This is an optimization exercise on Yosys and OpenROAD, whose aim is small area, not a production implementation.
The RTL was checked by simulation tests, not by an equivalence proof against the original design.

### design/flow/design.v
`timescale 1fs / 1fs
module row_col_cod #(
		     parameter WORD_W = 8,
		     parameter ROW_W = 4,  
		     parameter SIZE = (1<<ROW_W)
		     )
   (
    input 		  rst,
    input 		  en,
    input 		  clk,
    input [WORD_W-1:0] 	  word_nxt,
    output reg [SIZE-1:0] r_all,
    output reg [SIZE-1:0] row,
    output reg [SIZE-1:0] col);
   integer 		  i;
   reg [WORD_W:0] 	  word;
   reg [WORD_W-ROW_W:0]   r_all_bin;
   reg [ROW_W-1:0] 	  col_bin;
   always @ (posedge clk, posedge rst)
     if(rst)
       word <= {1'b1, {WORD_W{1'b0}}};
     else if(en)
       word <= {1'b0, word_nxt};
   always @* begin
      r_all_bin = word>>ROW_W;
      col_bin = word[ROW_W-1:0];
      for(i = 0; i < SIZE ; i=i+1) begin
	 r_all[i] = ~(i < r_all_bin);
	 row[i] = (i == r_all_bin);
	 if(r_all_bin[0] == 0)
	   col[i] = (i < col_bin);
	 else
	   col[i] = (i >= (SIZE-col_bin));
      end
   end
endmodule
`timescale 1fs / 1fs
module row_col_cod_5x5 #(
		     parameter MAX = 25  
		     )
   (
    input 	     rst,
    input 	     en,
    input 	     clk,
    input [4:0]      word_nxt,
    output reg [4:0] r_all,
    output reg [4:0] row,
    output reg [4:0] col);
   parameter SIZE = 3'd5;  
   integer 	     i;
   reg [4:0] 	     word;    
   reg 		     inv;     
   reg 		     none;    
   always @ (posedge clk, posedge rst)
     if(rst) begin
	word <= 5'd0;
	inv <= 1'b0;
	none <= 1'b1;
     end
     else if(en) begin
	inv <= (word_nxt > MAX);
	if(word_nxt <= MAX) begin
	   word <= word_nxt;
	   none <= 1'b0;
	end
     end
   reg [2:0] 	     r_all_bin;
   reg [2:0] 	     col_bin;
   always @* begin
      if(word <= 5'd5)begin
	 r_all_bin = 3'd0;
	 col_bin = word;
      end
      else if(word <= 5'd10)begin
	 r_all_bin = 3'd1;
	 col_bin = word - 5'd5;
      end
      else if(word <= 5'd15)begin
	 r_all_bin = 3'd2;
	 col_bin = word - 5'd10;
      end
      else if(word <= 5'd20)begin
	 r_all_bin = 3'd3;
	 col_bin = word - 5'd15;
      end
      else begin
	 r_all_bin = 3'd4;
	 col_bin = word - 5'd20;
      end
      for(i = 0; i < SIZE ; i=i+1)begin
	 r_all[i] = inv | (~none & ~(i < r_all_bin));
	 row[i] = ~none & (i == r_all_bin);
	 if(r_all_bin[0] == 0)
	   col[i] = ~none & (i < col_bin);
	 else
	   col[i] = ~none & (i >= (SIZE-col_bin));
      end
   end
endmodule  
`timescale 1fs / 1fs
module tdc_digital (
		    input 	  rst,
		    input 	  en,
		    input 	  clk,
		    input [6:0]  counter_in,
		    input [15:0] phase_in,
		    output [11:0] tdc_word);
   wire [14:0] phase_edge = phase_in[15:1] ^ phase_in[14:0];
   reg  [3:0]  edge_pos;
   integer     j;
   always @* begin
      edge_pos = 4'd15;
      for (j = 0; j < 15; j = j + 1)
	if (phase_edge[j])
	  edge_pos = j;
   end
   wire [4:0] edge_index_in = {phase_in[15] ^ ~(|phase_edge), edge_pos};
   wire [6:0] counter_aux_in = phase_in[0] ? counter_in - 7'd1 : counter_in;
   reg [6:0]  counter_aux, counter_last;
   reg [4:0]  edge_index, edge_index_last;
   always @ (posedge clk, posedge rst)
     if(rst) begin
	counter_aux <= 7'd0;
	edge_index <= 5'd31;
	counter_last <= 7'd0;
	edge_index_last <= 5'd0;
     end
     else if(en) begin
	counter_aux <= counter_aux_in;
	edge_index <= edge_index_in;
	counter_last <= counter_aux;
	edge_index_last <= edge_index;
     end
   wire [6:0] counter_mod = counter_last - counter_aux;
   assign tdc_word = (counter_mod<<5) + edge_index - edge_index_last;
endmodule
`timescale 1fs / 1fs
module adpll_ctr0(
    input 	      rst,
    input 	      en,
    input 	      clk,
    input [26-1:0] FCW,
    input [1:0]       adpll_mode,
    output reg 	      channel_lock,
    output 	      channel_sat,
    input 	      data_mod,
    output 	      dco_pd,
    output [4:0]      dco_c_l_rall,
    output [4:0]      dco_c_l_row,
    output [4:0]      dco_c_l_col,
    output [15:0]     dco_c_m_rall,
    output [15:0]     dco_c_m_row,
    output [15:0]     dco_c_m_col,
    output [15:0]     dco_c_s_rall,
    output [15:0]     dco_c_s_row,
    output [15:0]     dco_c_s_col,
    output 	      tdc_pd,
    output 	      tdc_pd_inj,
    input [6:0]       tdc_ripple_count,
    input [15:0]      tdc_phase,
    input [3:0]       alpha_l,
    input [3:0]       alpha_m,
    input [3:0]       alpha_s_rx,
    input [3:0]       alpha_s_tx,
    input [3:0]       beta,
    input [2:0]       lambda_rx,
    input [2:0]       lambda_tx,
    input [1:0]       iir_n_rx,
    input [1:0]       iir_n_tx, 
    input [4:0]       FCW_mod,
    input [4:0]       dco_c_l_word_test,
    input [7:0]       dco_c_m_word_test,
    input [7:0]       dco_c_s_word_test,
    input 	      dco_pd_test,
    input 	      tdc_pd_test,
    input 	      tdc_pd_inj_test		 
		 );
   wire signed [4:0]  dco_c_l_word;
   wire signed [7:0]  dco_c_m_word;
   wire signed [7:0]  dco_c_s_word;
   wire [11:0] 	      tdc_word;
   parameter IDLE = 3'b000, PU = 3'b001, C_L = 3'b010, C_M = 3'b011, C_S = 3'b100;
   parameter  PD = 2'd0, TEST = 2'd1, RX = 2'd2, TX = 2'd3;
   reg [26-1:0] FCW_last;
   reg [1:0] 	   adpll_mode_last;
   reg [3:0] 	   alpha;
   reg [8:0] 	   time_count, time_count_nxt;
   reg 		   dco_pd_state, dco_pd_state_nxt;
   reg 		   tdc_pd_state, tdc_pd_state_nxt;
   reg 		   tdc_pd_inj_state, tdc_pd_inj_state_nxt;
   reg [2:0] 	   state_rx, state_rx_nxt;
   wire 	   st_idle = ~|state_rx;
   wire 	   st_pu = state_rx[0] & ~state_rx[1];
   wire 	   st_cl = state_rx[1] & ~state_rx[0];
   wire 	   st_cm = state_rx[1] & state_rx[0];
   wire 	   st_cs = state_rx[2];
   reg 		   rst_accum, rst_accum_nxt;
   reg 		   rst_lock_detect_nxt, rst_lock_detect;
   reg 		   en_lock_detect_nxt, en_lock_detect;
   reg 		   channel_lock_nxt;
   reg 		   en_integral, en_integral_nxt;
   reg 		   en_mod,en_mod_nxt;
   wire 	   rst_accum_all;
   wire        rst_lock_detect_all;
   wire signed [7:0] 		otw_int_round_sat;
   reg signed [4:0] 		otw_l_fixed, otw_l_fixed_nxt;
   reg signed [7:0] 		otw_m_fixed, otw_m_fixed_nxt;
   wire signed [27-1:0] 	      ph_diff;
   wire signed [27-1:0] 	      ph_diff_accum;
   reg signed [27-1:0] 	ph_diff_accum_last;
   wire signed [27-1:0] 	integral;
   wire signed [27-1:0] 	integral_beta;
   reg signed [27-1:0] 	integral_last;
   reg [1:0] 			iir_n;
   reg [2:0] 			lambda;
   wire signed [27-1:0] 	iir_out;
   wire signed [27-1:0] 	iir1_in, iir2_in, iir3_in;
   wire signed [27-1:0] 	iir1_out, iir2_out, iir3_out;
   reg signed [27-1:0] 	iir1_out_last, iir2_out_last, iir3_out_last;
   reg [7:0] 			      aux1, aux1_nxt, aux2, aux2_nxt;
   reg 				      aux1_oor, aux1_oor_nxt, aux2_oor, aux2_oor_nxt;
   reg [4:0] 			      aux1_count, aux1_count_nxt, aux2_count, aux2_count_nxt;
   reg 				      lock_detect, lock_detect_nxt;
   reg [7:0] 			      lock_detect_word, lock_detect_word_nxt;
   row_col_cod_5x5 row_col_cod_l(
			    .rst(rst),
			    .en(en),
			    .clk(clk),
			    .word_nxt((dco_c_l_word[4]==0)?dco_c_l_word+5'd13:
				      dco_c_l_word-5'd19),
			    .r_all(dco_c_l_rall),
			    .row(dco_c_l_row),
			    .col(dco_c_l_col)
			    );
   row_col_cod row_col_cod_m(
			    .rst(rst),
			    .en(en),
			    .clk(clk),
			    .word_nxt({~dco_c_m_word[7],dco_c_m_word[6:0]}),
			    .r_all(dco_c_m_rall),
			    .row(dco_c_m_row),
			    .col(dco_c_m_col)
			    );
   row_col_cod row_col_cod_s(
			    .rst(rst),
			    .en(en),
			    .clk(clk),
			    .word_nxt({~dco_c_s_word[7],dco_c_s_word[6:0]}),
			    .r_all(dco_c_s_rall),
			    .row(dco_c_s_row),
			    .col(dco_c_s_col)
			    );
   tdc_digital tdc_digital0(
			  .clk(clk),
			  .rst(rst),
			  .en(en),
			  .counter_in(tdc_ripple_count),
			  .phase_in(tdc_phase),
			  .tdc_word(tdc_word));
   assign dco_pd = (adpll_mode == TEST)? dco_pd_test : dco_pd_state;
   assign tdc_pd = (adpll_mode == TEST)? tdc_pd_test : tdc_pd_state;
   assign tdc_pd_inj = (adpll_mode == TEST)? tdc_pd_inj_test : tdc_pd_inj_state;
   function [27+1:0] rip(input [27:0] a, input [27:0] b, input ci);
      integer i;
      reg     c;
      begin
	 c = ci;
	 for (i = 0; i <= 27; i = i + 1) begin
	    rip[i] = a[i] ^ b[i] ^ c;
	    c = (a[i] & b[i]) | (a[i] & c) | (b[i] & c);
	 end
	 rip[27+1] = c;
      end
   endfunction
   function [27+1:0] rca(input [27:0] a, input [27:0] b, input ci);
      integer i, d;
      reg [27:0] p, g, pp, gg;
      begin
	 p = a ^ b;
	 g = a & b;
	 g[0] = g[0] | (p[0] & ci);
	 pp = p;
	 gg = g;
	 for (d = 1; d <= 27; d = d * 2)
	   for (i = 2*d-1; i <= 27; i = i + 2*d) begin
	      gg[i] = gg[i] | (pp[i] & gg[i-d]);
	      pp[i] = pp[i] & pp[i-d];
	   end
	 for (d = 16; d >= 1; d = d / 2)
	   for (i = 3*d-1; i <= 27; i = i + 2*d) begin
	      gg[i] = gg[i] | (pp[i] & gg[i-d]);
	      pp[i] = pp[i] & pp[i-d];
	   end
	 rca[0] = p[0] ^ ci;
	 for (i = 1; i <= 27; i = i + 1)
	   rca[i] = p[i] ^ gg[i-1];
	 rca[27+1] = gg[27];
      end
   endfunction
   wire [27+1:0] ph_diff_hi = rip({{(27+1-12){1'b0}},FCW[26-1:14]},
				     ~{{(27+1-12){1'b0}},tdc_word}, 1'b1);
   assign ph_diff = {ph_diff_hi[27-1-14:0], FCW[14-1:0]};
   wire [27+1:0] accum_p = rip({1'b0,ph_diff_accum_last}, {1'b0,ph_diff}, 1'b0);
   wire [27-10:0] mod_add = {{(27-14){1'b0}},FCW_mod} & {(27-9){en_mod}};
   wire [27+1:0] accum_hi1 = rip({10'd0,accum_p[27-1:9]}, {10'd0,mod_add}, 1'b0);
   wire [27+1:0] accum_hi0 = rip({10'd0,accum_p[27-1:9]}, {10'd0,~mod_add}, 1'b1);
   assign ph_diff_accum = {data_mod ? accum_hi1[27-10:0] : accum_hi0[27-10:0],
			   accum_p[8:0]};
   assign rst_accum_all = rst | rst_accum;
   always @ (posedge clk, posedge rst_accum_all)
     if(rst_accum_all)
       ph_diff_accum_last <= 27'd0;
     else if(en)
       ph_diff_accum_last <= ph_diff_accum;
   wire [27+1:0] integral_s = rca({1'b0,iir_out}, {1'b0,integral_last}, 1'b0);
   assign integral = integral_s[27-1:0];
   assign integral_beta = integral >>> beta;
   always @ (posedge clk, posedge rst_accum_all)
      if(rst_accum_all)
         integral_last <= 27'd0;
      else if(en&en_integral)
	 integral_last <= integral;
   function [27-1:0] iir_stage(input [27-1:0] x, input [27-1:0] y, input [2:0] l);
      reg signed [27:0] d;
      reg [27+1:0] t;
      reg [27:0] ds;
      reg [7:0]     bw;
      begin
	 t = rip({x[27-1],x}, ~{y[27-1],y}, 1'b1);
	 d = t[27:0];
	 bw = d[7:0] ^ x[7:0] ^ y[7:0];
	 ds = d >>> l;
	 t = rca({1'b0,y}, {1'b0,ds[27-1:0]}, bw[l]);
	 iir_stage = t[27-1:0];
      end
   endfunction
   assign iir1_in = ph_diff_accum;
   assign iir1_out = iir_stage(iir1_in, iir1_out_last, lambda);
   assign iir2_in = iir1_out;
   assign iir2_out = iir_stage(iir2_in, iir2_out_last, lambda);
   assign iir3_in = iir2_out;
   assign iir3_out = iir_stage(iir3_in, iir3_out_last, lambda);
   assign iir_out = iir_n[1] ? (iir_n[0] ? iir3_out : iir2_out) :
		    (iir_n[0] ? iir1_out : iir1_in);
   always @ (posedge clk, posedge rst_accum_all )
     if(rst_accum_all) begin
	iir1_out_last <= 27'd0;
	iir2_out_last <= 27'd0;
	iir3_out_last <= 27'd0;
     end
     else if(en) begin
	iir1_out_last <= iir1_out;
	iir2_out_last <= iir2_out;
	iir3_out_last <= iir3_out;
     end
   wire signed [27-1:0] 	ntw;
   wire signed [27-1:0] 	otw;
   wire signed [27-1-14:0] otw_int;
   wire signed [27-1-14:0] otw_int_round;
   wire signed [27-1:0] 	iir_alpha = iir_out >>> alpha;
   wire signed [27-1:0] 	integral_term = integral_beta & {27{en_integral}};
   wire [27+1:0] ntw_s = rca({1'b0,integral_term}, {1'b0,iir_alpha}, 1'b0);
   assign ntw = ntw_s[27-1:0];
   assign otw = (ntw << 7);
   assign otw_int = otw[27-1:14];
   wire [27+1:0] otw_int_round_s = rca({{(14+1){1'b0}},otw_int}, {(27+1){1'b0}}, otw[13]);
   assign otw_int_round = otw_int_round_s[27-1-14:0];
   assign otw_int_round_sat = st_cl? ((otw_int_round > 16'sd12 ) ? 8'sd12 :
   			      ((otw_int_round < -16'sd13 ) ? -8'sd13:otw_int_round )) :
			      (otw_int_round > 16'sd127 ) ? 8'sd127 :
			      ((otw_int_round < -16'sd128 ) ? -8'sd128: otw_int_round);
   assign dco_c_l_word = (adpll_mode == TEST)? dco_c_l_word_test :
			 ((st_cl && ~rst_accum )? otw_int_round_sat :
			  otw_l_fixed);
   assign dco_c_m_word = (adpll_mode == TEST)? dco_c_m_word_test :
			 ((st_cm && ~rst_accum )? otw_int_round_sat :
			 otw_m_fixed);
   assign dco_c_s_word = (adpll_mode == TEST)? dco_c_s_word_test :
			 ((st_cs && ~rst_accum )? otw_int_round_sat :
			 8'sd0);
   wire otw_s_sat = otw[13] ? ((otw_int >= 13'sd126) || (otw_int <= -13'sd129)) :
		    ((otw_int >= 13'sd127) || (otw_int <= -13'sd128));
   assign channel_sat = (adpll_mode == TEST)?
			((dco_c_s_word_test == 8'sh80) || (dco_c_s_word_test == 8'sh7f)) :
			(st_cs && ~rst_accum && otw_s_sat);
   always @ * begin
      state_rx_nxt = state_rx;
      otw_l_fixed_nxt = otw_l_fixed;
      otw_m_fixed_nxt = otw_m_fixed;
      time_count_nxt = time_count;
      dco_pd_state_nxt = dco_pd_state;
      tdc_pd_state_nxt = tdc_pd_state;
      tdc_pd_inj_state_nxt = tdc_pd_inj_state;
      rst_accum_nxt = rst_accum;
      rst_lock_detect_nxt = rst_lock_detect;
      en_lock_detect_nxt = en_lock_detect;
      alpha = alpha_s_rx;
      channel_lock_nxt = channel_lock;
      en_integral_nxt = en_integral;
      lambda = lambda_rx;
      iir_n = 2'd0;
      en_mod_nxt = en_mod;
      if( (FCW != FCW_last) || (adpll_mode != adpll_mode_last))
	state_rx_nxt = IDLE;
      else
	begin
	  if (st_idle)
	    begin
	       time_count_nxt = 9'd0;
	       otw_l_fixed_nxt = 5'sd0;
	       otw_m_fixed_nxt = 8'sd0;
	       en_lock_detect_nxt = 1'b0;
	       rst_lock_detect_nxt = 1'b1;
	       channel_lock_nxt = 1'b0;
	       en_integral_nxt = 1'b0;
	       en_mod_nxt = 1'b0;
	       if(adpll_mode == PD) begin
		  dco_pd_state_nxt = 1'b1;
		  tdc_pd_state_nxt = 1'b1;
		  tdc_pd_inj_state_nxt = 1'b1;
	       end
	       if(adpll_mode == RX || adpll_mode == TX )
		 state_rx_nxt = PU;
	    end
	  if (st_pu)  
	    begin
	       time_count_nxt = time_count + 9'd1;
	       dco_pd_state_nxt = 1'b0;
	       case(time_count)
		 6'd16: tdc_pd_state_nxt = 1'b0;
		 6'd48: tdc_pd_inj_state_nxt = 1'b0;
		 7'd112:
		   begin
		      state_rx_nxt = C_L;
		      rst_accum_nxt = 1'b1;
		      time_count_nxt = 9'd0;
		   end
	       endcase
	    end
	  if (st_cl)  
	    begin
	       rst_accum_nxt = 1'b0;
	       rst_lock_detect_nxt = 1'b0;
	       alpha = alpha_l;
	       en_lock_detect_nxt = 1'b1;
	       if(lock_detect & (~rst_lock_detect))begin
		  otw_l_fixed_nxt = lock_detect_word[4:0];
		  state_rx_nxt = C_M;
		  rst_accum_nxt = 1'b1;
		  rst_lock_detect_nxt = 1'b1;
	       end
	    end
	  if (st_cm)  
	    begin
	       rst_accum_nxt = 1'b0;
	       alpha = alpha_m;
	       rst_lock_detect_nxt = 1'b0;
	       if(lock_detect & (~rst_lock_detect))begin
		  otw_m_fixed_nxt = lock_detect_word;
		  state_rx_nxt = C_S;
		  rst_accum_nxt = 1'b1;
		  en_lock_detect_nxt = 1'b0;
	       end
	    end
	  if (st_cs)  
	    begin
	       case(adpll_mode)
		 RX:
		   begin
		      rst_accum_nxt = 1'b0;
		      alpha = alpha_s_rx;
		      iir_n = iir_n_rx;
		      lambda = lambda_rx;
		      time_count_nxt = time_count + 9'd1;
		      if(beta > 4'd0)
			en_integral_nxt = 1'b1;
		      if(time_count == 9'd480)
			channel_lock_nxt = 1'b1;   
		   end
		 TX:
		   begin
		      rst_accum_nxt = 1'b0;
		      alpha = alpha_s_tx;
		      iir_n = iir_n_tx;
		      lambda = lambda_tx;
		      time_count_nxt = time_count + 9'd1;
		      if(time_count == 9'd480)
			channel_lock_nxt = 1'b1;   
		      if(channel_lock == 1'b1)
			en_mod_nxt = 1'b1;
		   end
	       endcase
	    end
	end
   end
   always @ (posedge clk, posedge rst)
     if(rst)begin
	state_rx <= IDLE;
	time_count <= 9'd0;
	dco_pd_state <= 1'b1;
	tdc_pd_state <= 1'b1;
	tdc_pd_inj_state <= 1'b1;
	rst_accum <= 1'b0;
	otw_l_fixed <= 5'sd0;
	otw_m_fixed <= 8'sd0;
	en_lock_detect <= 1'b0;
	rst_lock_detect <= 1'b0;
	channel_lock <= 1'b0;
	en_integral <= 1'b0;
	en_mod <= 1'b0;
	FCW_last <= 26'd0;
	adpll_mode_last <= 2'd0;
     end
     else if(en)begin
	state_rx <= state_rx_nxt;
	time_count <= time_count_nxt;
	dco_pd_state <= dco_pd_state_nxt;
	tdc_pd_state <= tdc_pd_state_nxt;
	tdc_pd_inj_state <= tdc_pd_inj_state_nxt;
	rst_accum <= rst_accum_nxt;
	otw_l_fixed <= otw_l_fixed_nxt;
	otw_m_fixed <= otw_m_fixed_nxt;
	en_lock_detect <= en_lock_detect_nxt;
	rst_lock_detect <= rst_lock_detect_nxt ;
	channel_lock <= channel_lock_nxt;
	en_integral <= en_integral_nxt;
	en_mod <= en_mod_nxt;
	FCW_last <= FCW;
	adpll_mode_last <= adpll_mode;
     end
   wire otw_int_round_oor = ~((&otw_int_round[12:7]) | ~(|otw_int_round[12:7]));
   wire match1 = ~aux1_oor & (otw_int_round_sat == aux1);
   wire match2 = ~aux2_oor & (otw_int_round_sat == aux2);
   always @ * begin
      aux1_nxt = aux1;
      aux2_nxt = aux2;
      aux1_oor_nxt = aux1_oor;
      aux2_oor_nxt = aux2_oor;
      aux1_count_nxt = aux1_count;
      aux2_count_nxt = aux2_count;
      lock_detect_nxt = lock_detect;
      lock_detect_word_nxt = lock_detect_word;
      if(match1) begin
	 aux1_count_nxt = aux1_count + 5'd1;
	 if(aux1_count_nxt == 5'd15 || (st_cl && aux1_count_nxt == 5'd8 )  )begin
	    lock_detect_nxt = 1'b1;
	    lock_detect_word_nxt = aux1;
	 end
      end
      else
	if(match2) begin
	   aux2_count_nxt = aux2_count + 5'd1;
	   if(aux2_count_nxt == 5'd15 || (st_cl && aux1_count == 5'd8 ) )begin
	      lock_detect_nxt = 1'b1;
	      lock_detect_word_nxt = aux2;
	   end
	end
	else begin
	   aux1_nxt = otw_int_round[7:0];
	   aux1_oor_nxt = otw_int_round_oor;
	   aux1_count_nxt = 5'd1;
	   aux2_nxt = aux1;
	   aux2_oor_nxt = aux1_oor;
	   aux2_count_nxt = aux1_count;
	end
   end
   assign rst_lock_detect_all  = rst|rst_lock_detect;
   always @ (posedge clk, posedge rst_lock_detect_all)
     if(rst_lock_detect_all)begin
	aux1 <= 8'hff;
	aux2 <= 8'hff;
	aux1_oor <= 1'b0;
	aux2_oor <= 1'b0;
	aux1_count <= 5'h0;
	aux2_count <= 5'h0;
	lock_detect <= 1'b0;
	lock_detect_word <= 8'hff;
     end
     else if(en & en_lock_detect)begin
	aux1 <= aux1_nxt;
	aux2 <= aux2_nxt;
	aux1_oor <= aux1_oor_nxt;
	aux2_oor <= aux2_oor_nxt;
	aux1_count <= aux1_count_nxt;
	aux2_count <= aux2_count_nxt;
	lock_detect <= lock_detect_nxt;
	lock_detect_word <= lock_detect_word_nxt;
     end
endmodule
`timescale 1fs / 1fs
module adpll_ctr
   (
    input                     rst,
    input                     clk,
    input                     valid,
    input [5-1:0] address,
    input [26-1:0] wdata,
    input                     wstrb,
    output [1:0]              rdata,
    output reg                ready,
    input                     data_mod,  
    output                    dco_pd,
    output reg [1:0]          dco_osc_gain,
    output [4:0]              dco_c_l_rall,
    output [4:0]              dco_c_l_row,
    output [4:0]              dco_c_l_col,
    output [15:0]             dco_c_m_rall,
    output [15:0]             dco_c_m_row,
    output [15:0]             dco_c_m_col,
    output [15:0]             dco_c_s_rall,
    output [15:0]             dco_c_s_row,
    output [15:0]             dco_c_s_col,
    output                    tdc_pd,
    output                    tdc_pd_inj,
    output reg [2:0]          tdc_ctr_freq,
    input [6:0]               tdc_ripple_count,
    input [15:0]              tdc_phase
    );
   always @(posedge clk, posedge rst) begin
     if (rst)
       ready <= 1'b0;
     else
       ready <= valid;
   end
   reg                        rst_soft;
   reg [26-1:0]            FCW;
   reg [1:0]                  adpll_mode;
   reg                        en;
   reg [3:0]                  alpha_l;
   reg [3:0]                  alpha_m;
   reg [3:0]                  alpha_s_rx;
   reg [3:0]                  alpha_s_tx;
   reg [3:0]                  beta;
   reg [2:0]                  lambda_rx;
   reg [2:0]                  lambda_tx;
   reg [1:0]                  iir_n_rx;
   reg [1:0]                  iir_n_tx;
   reg [4:0]                  FCW_mod;
   reg signed [4:0]           dco_c_l_word_test;
   reg signed [7:0]           dco_c_m_word_test;
   reg signed [7:0]           dco_c_s_word_test;
   reg                        dco_pd_test;
   reg                        tdc_pd_test;
   reg                        tdc_pd_inj_test;
   wire                       rst_int;
   assign rst_int = rst | rst_soft;
   wire                       channel_lock;
   wire                       channel_sat;
   assign rdata = (address == (5'd0))? {{1'b0}, channel_lock}:
                  (address == (5'd23))? {{1'b0}, channel_sat}:
                  {2'b11};
   always @ (posedge clk, posedge rst) begin
     if (rst) begin
        rst_soft <= 1'b0;
        FCW <= 26'h2620000;  
        adpll_mode <= 2'b0;
        en <= 1'b0;
        alpha_l <= 4'd14;
        alpha_m <= 4'd8;
        alpha_s_rx <= 4'd7;
        alpha_s_tx <= 4'd4;
        beta <= 4'd0;
        lambda_rx <= 3'd2;
        lambda_tx <= 3'd2;
        iir_n_rx <= 2'd3;
        iir_n_tx <= 2'd2;
        FCW_mod <= 5'b01001;  
        dco_c_l_word_test <= 5'sd0;
        dco_c_m_word_test <= 8'sd0;
        dco_c_s_word_test <= 8'sd0;
        dco_pd_test <= 1'b1;
        tdc_pd_test <= 1'b1;
        tdc_pd_inj_test <= 1'b1;
        tdc_ctr_freq <= 3'b100;
        dco_osc_gain <= 2'b10;
     end else if (valid & wstrb) begin
        case (address)
          (5'd1): rst_soft <= wdata[0];
          (5'd2): FCW <= wdata[26-1:0];
          (5'd3): adpll_mode <= wdata[1:0];
          (5'd4): en <= wdata[0];
          (5'd5): alpha_l <= wdata[3:0];
          (5'd6): alpha_m <= wdata[3:0];
          (5'd7): alpha_s_rx <= wdata[3:0];
          (5'd8): alpha_s_tx <= wdata[3:0];
          (5'd9): beta <= wdata[3:0];
          (5'd10): lambda_rx <= wdata[2:0];
          (5'd11): lambda_tx <= wdata[2:0];
          (5'd12): iir_n_rx <= wdata[1:0];
          (5'd13): iir_n_tx <= wdata[1:0];
          (5'd14): FCW_mod <= wdata[4:0];
          (5'd15): dco_c_l_word_test <= wdata[4:0];
          (5'd16): dco_c_m_word_test <= wdata[7:0];
          (5'd17): dco_c_s_word_test <= wdata[7:0];
          (5'd18): dco_pd_test <= wdata[0];
          (5'd19): tdc_pd_test <= wdata[0];
          (5'd20): tdc_pd_inj_test <= wdata[0];
          (5'd21): tdc_ctr_freq <= wdata[2:0];
          (5'd22): dco_osc_gain <= wdata[1:0];
          default:;
        endcase
     end
   end
   adpll_ctr0 adpll_ctr0
     (
	  .clk               (clk),
	  .rst               (rst_int),
	  .en                (en),
	  .FCW               (FCW[26-1:0]),
	  .adpll_mode        (adpll_mode[1:0]),
	  .data_mod          (data_mod),
	  .tdc_ripple_count  (tdc_ripple_count[6:0]),
	  .tdc_phase         (tdc_phase[15:0]),
	  .alpha_l           (alpha_l[3:0]),
	  .alpha_m           (alpha_m[3:0]),
	  .alpha_s_rx        (alpha_s_rx[3:0]),
	  .alpha_s_tx        (alpha_s_tx[3:0]),
	  .beta              (beta[3:0]),
	  .lambda_rx         (lambda_rx[2:0]),
	  .lambda_tx         (lambda_tx[2:0]),
	  .iir_n_rx          (iir_n_rx[1:0]),
	  .iir_n_tx          (iir_n_tx[1:0]),
	  .FCW_mod           (FCW_mod[4:0]),
	  .dco_c_l_word_test (dco_c_l_word_test[4:0]),
	  .dco_c_m_word_test (dco_c_m_word_test[7:0]),
	  .dco_c_s_word_test (dco_c_s_word_test[7:0]),
	  .dco_pd_test       (dco_pd_test),
	  .tdc_pd_test       (tdc_pd_test),
	  .tdc_pd_inj_test   (tdc_pd_inj_test),
	  .channel_lock      (channel_lock),
	  .channel_sat       (channel_sat),
	  .dco_pd            (dco_pd),
	  .dco_c_l_rall      (dco_c_l_rall[4:0]),
	  .dco_c_l_row       (dco_c_l_row[4:0]),
	  .dco_c_l_col       (dco_c_l_col[4:0]),
	  .dco_c_m_rall      (dco_c_m_rall[15:0]),
	  .dco_c_m_row       (dco_c_m_row[15:0]),
	  .dco_c_m_col       (dco_c_m_col[15:0]),
	  .dco_c_s_rall      (dco_c_s_rall[15:0]),
	  .dco_c_s_row       (dco_c_s_row[15:0]),
	  .dco_c_s_col       (dco_c_s_col[15:0]),
	  .tdc_pd            (tdc_pd),
	  .tdc_pd_inj        (tdc_pd_inj)
      );
endmodule
### design/flow/flow/run.sh
#!/bin/bash
# Standard ORFS layout (the standard.sh, standard synthesis unchanged) with
# two changes: the port buffers use the smallest buffer cell, and clock tree
# synthesis inserts no dummy loads and builds the tree from clkbuf_4 cells.
set -euo pipefail
cd "$(dirname "$0")/.."
export BUFFER_PORTS_ARGS="-buffer_cell sky130_fd_sc_hd__buf_1"
export CTS_ARGS="-sink_clustering_enable -repair_clock_nets -dont_use_dummy_load -buf_list sky130_fd_sc_hd__clkbuf_4 -sink_clustering_size 8 -sink_clustering_max_diameter 50"
bash standard.sh > flow_standard.log 2>&1
### design/flow/standard.sh
#!/bin/bash
# synth_recipe.tcl (not shown) runs the flow's synth.tcl, then flattens the netlist and writes it again
# the make line also repeats each setting of config.mk as NAME=value (left out here)
make -C /OpenROAD-flow-scripts/flow DESIGN_CONFIG=/design/flow/config.mk WORK_HOME=/design/flow/orfs CLKGATE_MAP_FILE= SYNTH_SCRIPT=/design/flow/synth_recipe.tcl "${@:-finish}"
### design/flow/config.mk
export PLATFORM = sky130hd
export DESIGN_NAME = adpll_ctr
export DESIGN_NICKNAME = adpll_ctr
export VERILOG_FILES = /design/flow/design.v
export SDC_FILE = /design/flow/constraint.sdc
export NUM_CORES = 4
export LEC_CHECK = 0
export ABC_AREA = 1
export CAP_MARGIN = 20
export CORE_MARGIN = 2
export CORE_UTILIZATION = 40
export PLACE_DENSITY = 0.6
export SLEW_MARGIN = 20
### design/flow/constraint.sdc
create_clock -name core_clock -period 40.0 [get_ports {clk}]
set_input_delay 8.0000 -clock core_clock [delete_from_list [all_inputs] [get_ports {clk}]]
set_output_delay 8.0000 -clock core_clock [all_outputs]
set_load 0.01 [all_outputs]
==> run notes <==
status=no timing/DRC/antenna violations; GR Util All Layers=0.226; Reg clk slew, reported paths=0.08 ns; first-pass GRT wire length=159000 um; worst path arrival time=30.72 ns; # nets final=5238; Max-Cap Viols=0; top-area cell type share of the netlist area=0.234; number of flops mapped to enable cells by yosys=0; initial antenna violation count=2; largest net degree at the start of global routing=~80; Max stage delay on crit path=0.61 ns; crit path max fanout=12; final instance area=0.0365 mm^2; H-tree level count=3; setup TNS=0 ns; DPL Wire Length=74400 um; register area share after synthesis=0.279; CORE AREA=0.0847 mm^2; Routed WL per cell=16.4 um; fin cells=just under 6000; register area=0.00951 mm^2; Total Routed Length=97600 um; syn_nets=5116; synth unique cells=69; row cnt=107; final critical-path share of the clock period=0.968; required time worst endpoint=32.00 ns; count leader, synth=nand2_1; FMAX=25.8 MHz; Initial Util=0.402; Multi-input gate area=0.0219 mm^2; Syn-to-layout area delta=7.21%; Pre-antenna DRT Iters=6; CP most frequent cell=fa_1; WHS=0.445 ns; Num CTS Buffers=a little over 70; Cells after Synth=roughly 4700; Critical Path End Type=output pin; skew final=0.200 ns; CTS tree=built; top post-synthesis cells by count=nand2_1, o21ai_0, inv_1; Clock Latency Late Sink=0.90 ns; Final setup viols=0; minimum clock period=38.72 ns; top_reg_cell synth=dfrtp_1; Initial DRC Count=2326; Final ANT Viol Nets=0; DP Worst Slack=1.04 ns; Syn Area/Cell=7.29 um^2; number of I/O pins=181; Mapped Area=0.0341 mm^2; Die H=296 um; layout cells sized above 1=0.0667; crit start category=input pin; GP Congestion=0.902; Util after Layout=0.431; FFs w/ async S/R, synth=1.00; number of global-route vias before repair=between 20000 and 30000; worst setup margin=about 1.3 ns; GRT overflow=0; Slew @ Worst Pin=0.986 ns; residual DRC count=0; Root Driver=clkbuf_4; HP Class=reg -> async; count of state elements after synthesis=377; area leader, netlist=dfrtp_1; Vias=30900; Final Max Slew Viols=0; number of port buffers=180; Die Width=296 um; endpoints failing hold=0; placed cell area=around 0.036 mm^2; Longest Clk Path Bufs=3; Crit Path Category=in -> out; TritonCTS Sinks=377; placed cells=approximately 6000; Die Area=0.0875 mm^2; Synth Warn #=5; top cells by area, synth=dfrtp_1, nand2_1, o21ai_0, fa_1, ha_1; Via density=5.20; Worst slew margin=0.340; Layout fillers=8856; slowest cell on the critical path=fa_1
[per-layer routing]
layer / share of wire / track usage
met1: 0.47 / 0.316
met2: 0.45 / 0.361
met3: 0.050 / 0.0306
met4: 0.029 / 0.0703
met5: 0 / 0
[area by class of cell]
class,count,area share
Antenna cell,3,0.000205
Tap cell,1144,0.0392
Sequential cell,377,0.260
Clock buffer,72,0.0148
Inverter,543,0.0562
Timing Repair Buffer,226,0.0293
Multi-Input combinational cell,3577,0.600
[worst paths after layout]
check | start | end | slack (ns) | cells after the start
min reg2reg | adpll_ctr0.rst_accum | adpll_ctr0.integral_last[26] | 0.45 | 1
max | data_mod | rdata[0] | 1.28 | 108
min | adpll_ctr0.rst_accum | adpll_ctr0.integral_last[26] | 0.45 | 1
max reg2reg | FCW[1] | adpll_ctr0.aux1[2] | 9.60 | 129
min in group core_clock | adpll_ctr0.aux1[2] | adpll_ctr0.aux2[2] | 0.45 | 2
max in group asynchronous | rst | adpll_ctr0.iir3_out_last[13] | 30.74 | 4
[kinds of logic after synthesis]
| kind of cell | synth area share |
|---|---|
| adder cells (fa/ha/maj) | 0.175 |
| AND/OR/NAND/NOR | 0.228 |
| AO/OA/AOI/OAI | 0.170 |
| buffers and inverters | 0.0810 |
| multiplexers | 0.0199 |
| XOR/XNOR | 0.0473 |
| flip-flops | 0.279 |
[placed cells by master (no fill, tap or decap), types with 31 or more instances in the layout]
| cell | n |
|---|---|
| nor3_1 | 31 |
| dfrtp_1 | 318 |
| nand2_1 | 1261 |
| nand3_1 | 177 |
| nor2_1 | 284 |
| mux2i_1 | 52 |
| ha_1 | 225 |
| fa_1 | 156 |
| o211ai_1 | 41 |
| a31oi_1 | 32 |
| buf_4 | 42 |
| buf_1 | 179 |
| dfstp_2 | 58 |
| o21ai_0 | 678 |
| a21oi_1 | 192 |
| xnor2_1 | 95 |
| xor2_1 | 88 |
| inv_1 | 512 |
| clkbuf_4 | 72 |
[timing repair]
item / 4_1_cts / 5_1_grt
hold buffers: 0 / 0
endpoints found under the setup margin: 0 / 1
gates resized for setup: 0 / 26
setup buffers: 0 / 7
[critical path: cells and delay by family]
kind / cells / cell delay (ns)
adders and majority gates: 35 / 13.33
AOI/OAI and AO/OA: 28 / 4.50
and+or+nand+nor: 31 / 2.86
buffers and inverters: 9 / 0.97
muxes: 3 / 0.68
xor gates and xnor gates: 2 / 0.37
[sequential cells by signal, indices dropped and copies added, names as in the netlist, 9 cells and up]
register	count
adpll_ctr0.iir2_out_last	27
adpll_ctr0.FCW_last	26
adpll_ctr0.iir3_out_last	27
FCW	26
adpll_ctr0.integral_last	27
adpll_ctr0.row_col_cod_m.word	9
adpll_ctr0.time_count	9
adpll_ctr0.ph_diff_accum_last	27
adpll_ctr0.iir1_out_last	27

## static timing again, ports no longer ideal
In the flow no input, the clock included, has a driving cell. The finished layout below was timed again as built, in two steps.
Step 1 sets driving cells, clkbuf_16 on the clock port and buf_2 on the other inputs (assumed; they add their load-dependent delay and slew).
Step 2 adds t to the input delays and takes it off the output delays; t is the mean of the earliest and latest rising clock arrival at the registers after step 1. Input paths then give back, and output paths get back, about the clock's delay inside the block.
Three values: no drivers, after step 1, after step 2; two values: the first two.
t, ns: 0.865
setup WS [ns]: 1.275 / 1.251 / 1.251
worst hold slack (ns): 0.445 / 0.445 / 0.445
worst setup path after step 2: input to output
cell pins on the clock port's net: 1
After both steps setup and hold are still met in this run. The setup slack of this run moves by -0.024 ns with the drivers and by -0.024 ns with both steps.
